This design comes from an exercise in tuning for small area and a short achievable clock period on the open sky130 flow, not from production work.
Only simulation tests tie the RTL to the original design; equivalence was not proved.

==> flow/design.v (excerpt) <==
module iir_variable_filter (
    input  wire               clk,
    input  wire               reset_n,
    input  wire        [8:0]  filter_index,
    input  wire signed [15:0] data_in,
    output wire signed [31:0] data_out
);
    wire [83:0] cw;
    wire valid;
    coeff_selector coeff_sel (.filter_index(filter_index), .cw(cw), .valid(valid));
    iir_filter IIR (.clk(clk), .reset_n(reset_n), .data_in(data_in), .data_out(data_out), .cw(cw), .valid(valid));
endmodule
Settings: LEC_CHECK=0, ABC_AREA=1, CAP_MARGIN=20, CORE_MARGIN=2, CORE_UTILIZATION=50, CTS_BUF_LIST=sky130_fd_sc_hd__clkbuf_8 sky130_fd_sc_hd__clkbuf_16, CTS_CLUSTER_DIAMETER=100, CTS_CLUSTER_SIZE=30, SETUP_SLACK_MARGIN=5, SLEW_MARGIN=20, SYNTH_HIERARCHICAL=1, TNS_END_PERCENT=0; clock period 15.0 ns.
standard.sh (not shown) runs the stock make flow with config.mk's settings and CLKGATE_MAP_FILE= SYNTH_SCRIPT=/design/flow/synth_recipe.tcl, a recipe that flattens the netlist after the stock synthesis.
==> flow/flow/run.sh <==
#!/bin/bash
# The standard layout (standard.sh: the standard flow's synthesis and ORFS flow, unchanged), except that the
# port buffers are the platform's smallest buffer (buffer_ports -buffer_cell) instead of the
# delay cell the resizer picks by default. make's full output goes to flow_make.log; ORFS keeps
# each step's own log under orfs/logs/.
set -euo pipefail
bash standard.sh "BUFFER_PORTS_ARGS=-buffer_cell sky130_fd_sc_hd__buf_1" finish > flow_make.log 2>&1
==> next run, changes <==
--- a/flow/flow/run.sh
+++ b/flow/flow/run.sh
@@ -4 +4 @@
-# delay cell the resizer picks by default. make's full output goes to flow_make.log; ORFS keeps
+# delay cell the resizer picks by default, and repair_timing aims for 6 ns of setup slack. make's full output goes to flow_make.log; ORFS keeps
@@ -7 +7 @@
-bash standard.sh "BUFFER_PORTS_ARGS=-buffer_cell sky130_fd_sc_hd__buf_1" finish > flow_make.log 2>&1
+bash standard.sh "BUFFER_PORTS_ARGS=-buffer_cell sky130_fd_sc_hd__buf_1" SETUP_SLACK_MARGIN=6 finish > flow_make.log 2>&1
Settings changed: CTS_CLUSTER_DIAMETER 100 to unset, CTS_CLUSTER_SIZE 30 to unset.
What happened: The changed run went through all stages and came out clean. Count of clock-buffer cells in the layout does not change. Cell area goes up by 9.5%. Global-route usage goes up by 4.3 points.
==> next run, changes <==
==> flow/flow/run.sh (replaced) <==
#!/bin/bash
# The standard layout (standard.sh: the standard flow's synthesis and ORFS flow, unchanged), except that the
# port buffers are the platform's smallest buffer (buffer_ports -buffer_cell) instead of the
# delay cell the resizer picks by default. make's full output goes to flow_make.log; ORFS keeps
# each step's own log under orfs/logs/.
set -euo pipefail
bash standard.sh "BUFFER_PORTS_ARGS=-buffer_cell sky130_fd_sc_hd__buf_1" finish > flow_make.log 2>&1
Settings changed: ABC_AREA 1 to unset, CTS_BUF_LIST sky130_fd_sc_hd__clkbuf_8 sky130_fd_sc_hd__clkbuf_16 to sky130_fd_sc_hd__clkbuf_8.
What happened:
- cell area falls by 7.0%
- core utilization came out lower by 4.0 points
- via count shrinks by 7.3%
- routed wire length fell by 9.4%
- worst setup slack got worse by 710 ps
- cell count shrinks by 11%
- synthesized area falls by 0.43%
==> next run, changes <==
Settings changed: TNS_END_PERCENT 0 to unset.
The changed run finished with timing, DRC and antenna clean. Maximum frequency stays flat. Die area is unchanged. Non-clock buffer count went up by 7. Cell count hardly moves. Utilization went up by 0.12 points.

* * *

iir_variable_filter again, from the RTL that the note above started with.
export LEC_CHECK = 0
export CAP_MARGIN = 20
export CORE_MARGIN = 2
export CORE_UTILIZATION = 50
export CTS_BUF_LIST = sky130_fd_sc_hd__clkbuf_8 sky130_fd_sc_hd__clkbuf_16
export SETUP_SLACK_MARGIN = 5
export SLEW_MARGIN = 20
export SYNTH_HIERARCHICAL = 1
export TNS_END_PERCENT = 0
create_clock -name core_clock -period 15.0 [get_ports {clk}]
==> flow/flow/run.sh <==
#!/bin/bash
# The standard layout (standard.sh: the standard flow's synthesis and ORFS flow, unchanged), except that the
# port buffers are the platform's smallest buffer (buffer_ports -buffer_cell) instead of the
# delay cell the resizer picks by default. make's full output goes to flow_make.log; ORFS keeps
# each step's own log under orfs/logs/.
set -euo pipefail
bash standard.sh "BUFFER_PORTS_ARGS=-buffer_cell sky130_fd_sc_hd__buf_1" finish > flow_make.log 2>&1
The baseline ran to the end with no violations.
Edit:
- SETUP_SLACK_MARGIN: 5 -> 4
The changed run produced a clean layout.
Worst setup slack degrades by 770 ps.
Via count drops by 3.4%.
Maximum frequency went down by 7.2%.
Cell area drops by 5.1%.
Edit:
- ABC_AREA: default -> 1
- SETUP_SLACK_MARGIN: 4 -> 5
=> Worst setup slack is better by 910 ps. Register-to-register slack is worse by 180 ps. Non-clock buffer count rose by 7. Wire length rose by 5.1%. Global-route usage rose by 0.89 points. Clock skew fell by 9.9 ps. Design area rose by 1.7%. Count of clock-buffer cells in the layout is unchanged. Area after synthesis rose by about 0.43%.

port drivers added, routing unchanged:
The results above use ideal ports. As a check the final layouts listed here were re-extracted and re-timed, cells and wires unchanged. Step 1: set_driving_cell puts a clkbuf_16 on clk and a buf_2 on each other input, an assumption about the parent block. Step 2 times the ports against the registers' clock, not the clock port: input delays grow and output delays shrink by t, the midpoint of the rising clock arrivals with the driver on. Three values: no drivers, after step 1, after step 2; two values: the first two.
run	shift t [ns]	setup slack, ns	latest minus earliest clock arrival (ns)	worst data-port slew with drivers (ns)
the first run of note 1	0.558	5.107 / 5.143 / 4.585	0.024 / 0.024	0.04
the second run of note 1	0.580	5.688 / 5.672 / 5.093	0.039 / 0.039	0.08
the third run of note 1	0.644	4.976 / 4.978 / 4.334	0.034 / 0.034	0.08
the fourth run of note 1	0.652	4.968 / 4.969 / 4.317	0.040 / 0.040	0.08
the first run of note 2	0.562	4.977 / 4.977 / 4.415	0.022 / 0.021	0.09
the second run of note 2	0.566	4.202 / 4.239 / 3.673	0.034 / 0.034	0.08
the third run of note 2	0.558	5.107 / 5.143 / 4.585	0.024 / 0.024	0.04
After both steps setup and hold are still met in every run listed. For the fourth run of note 1, which loses most, drivers alone change the setup slack by +0.001 ns; drivers and shift together by -0.651 ns.
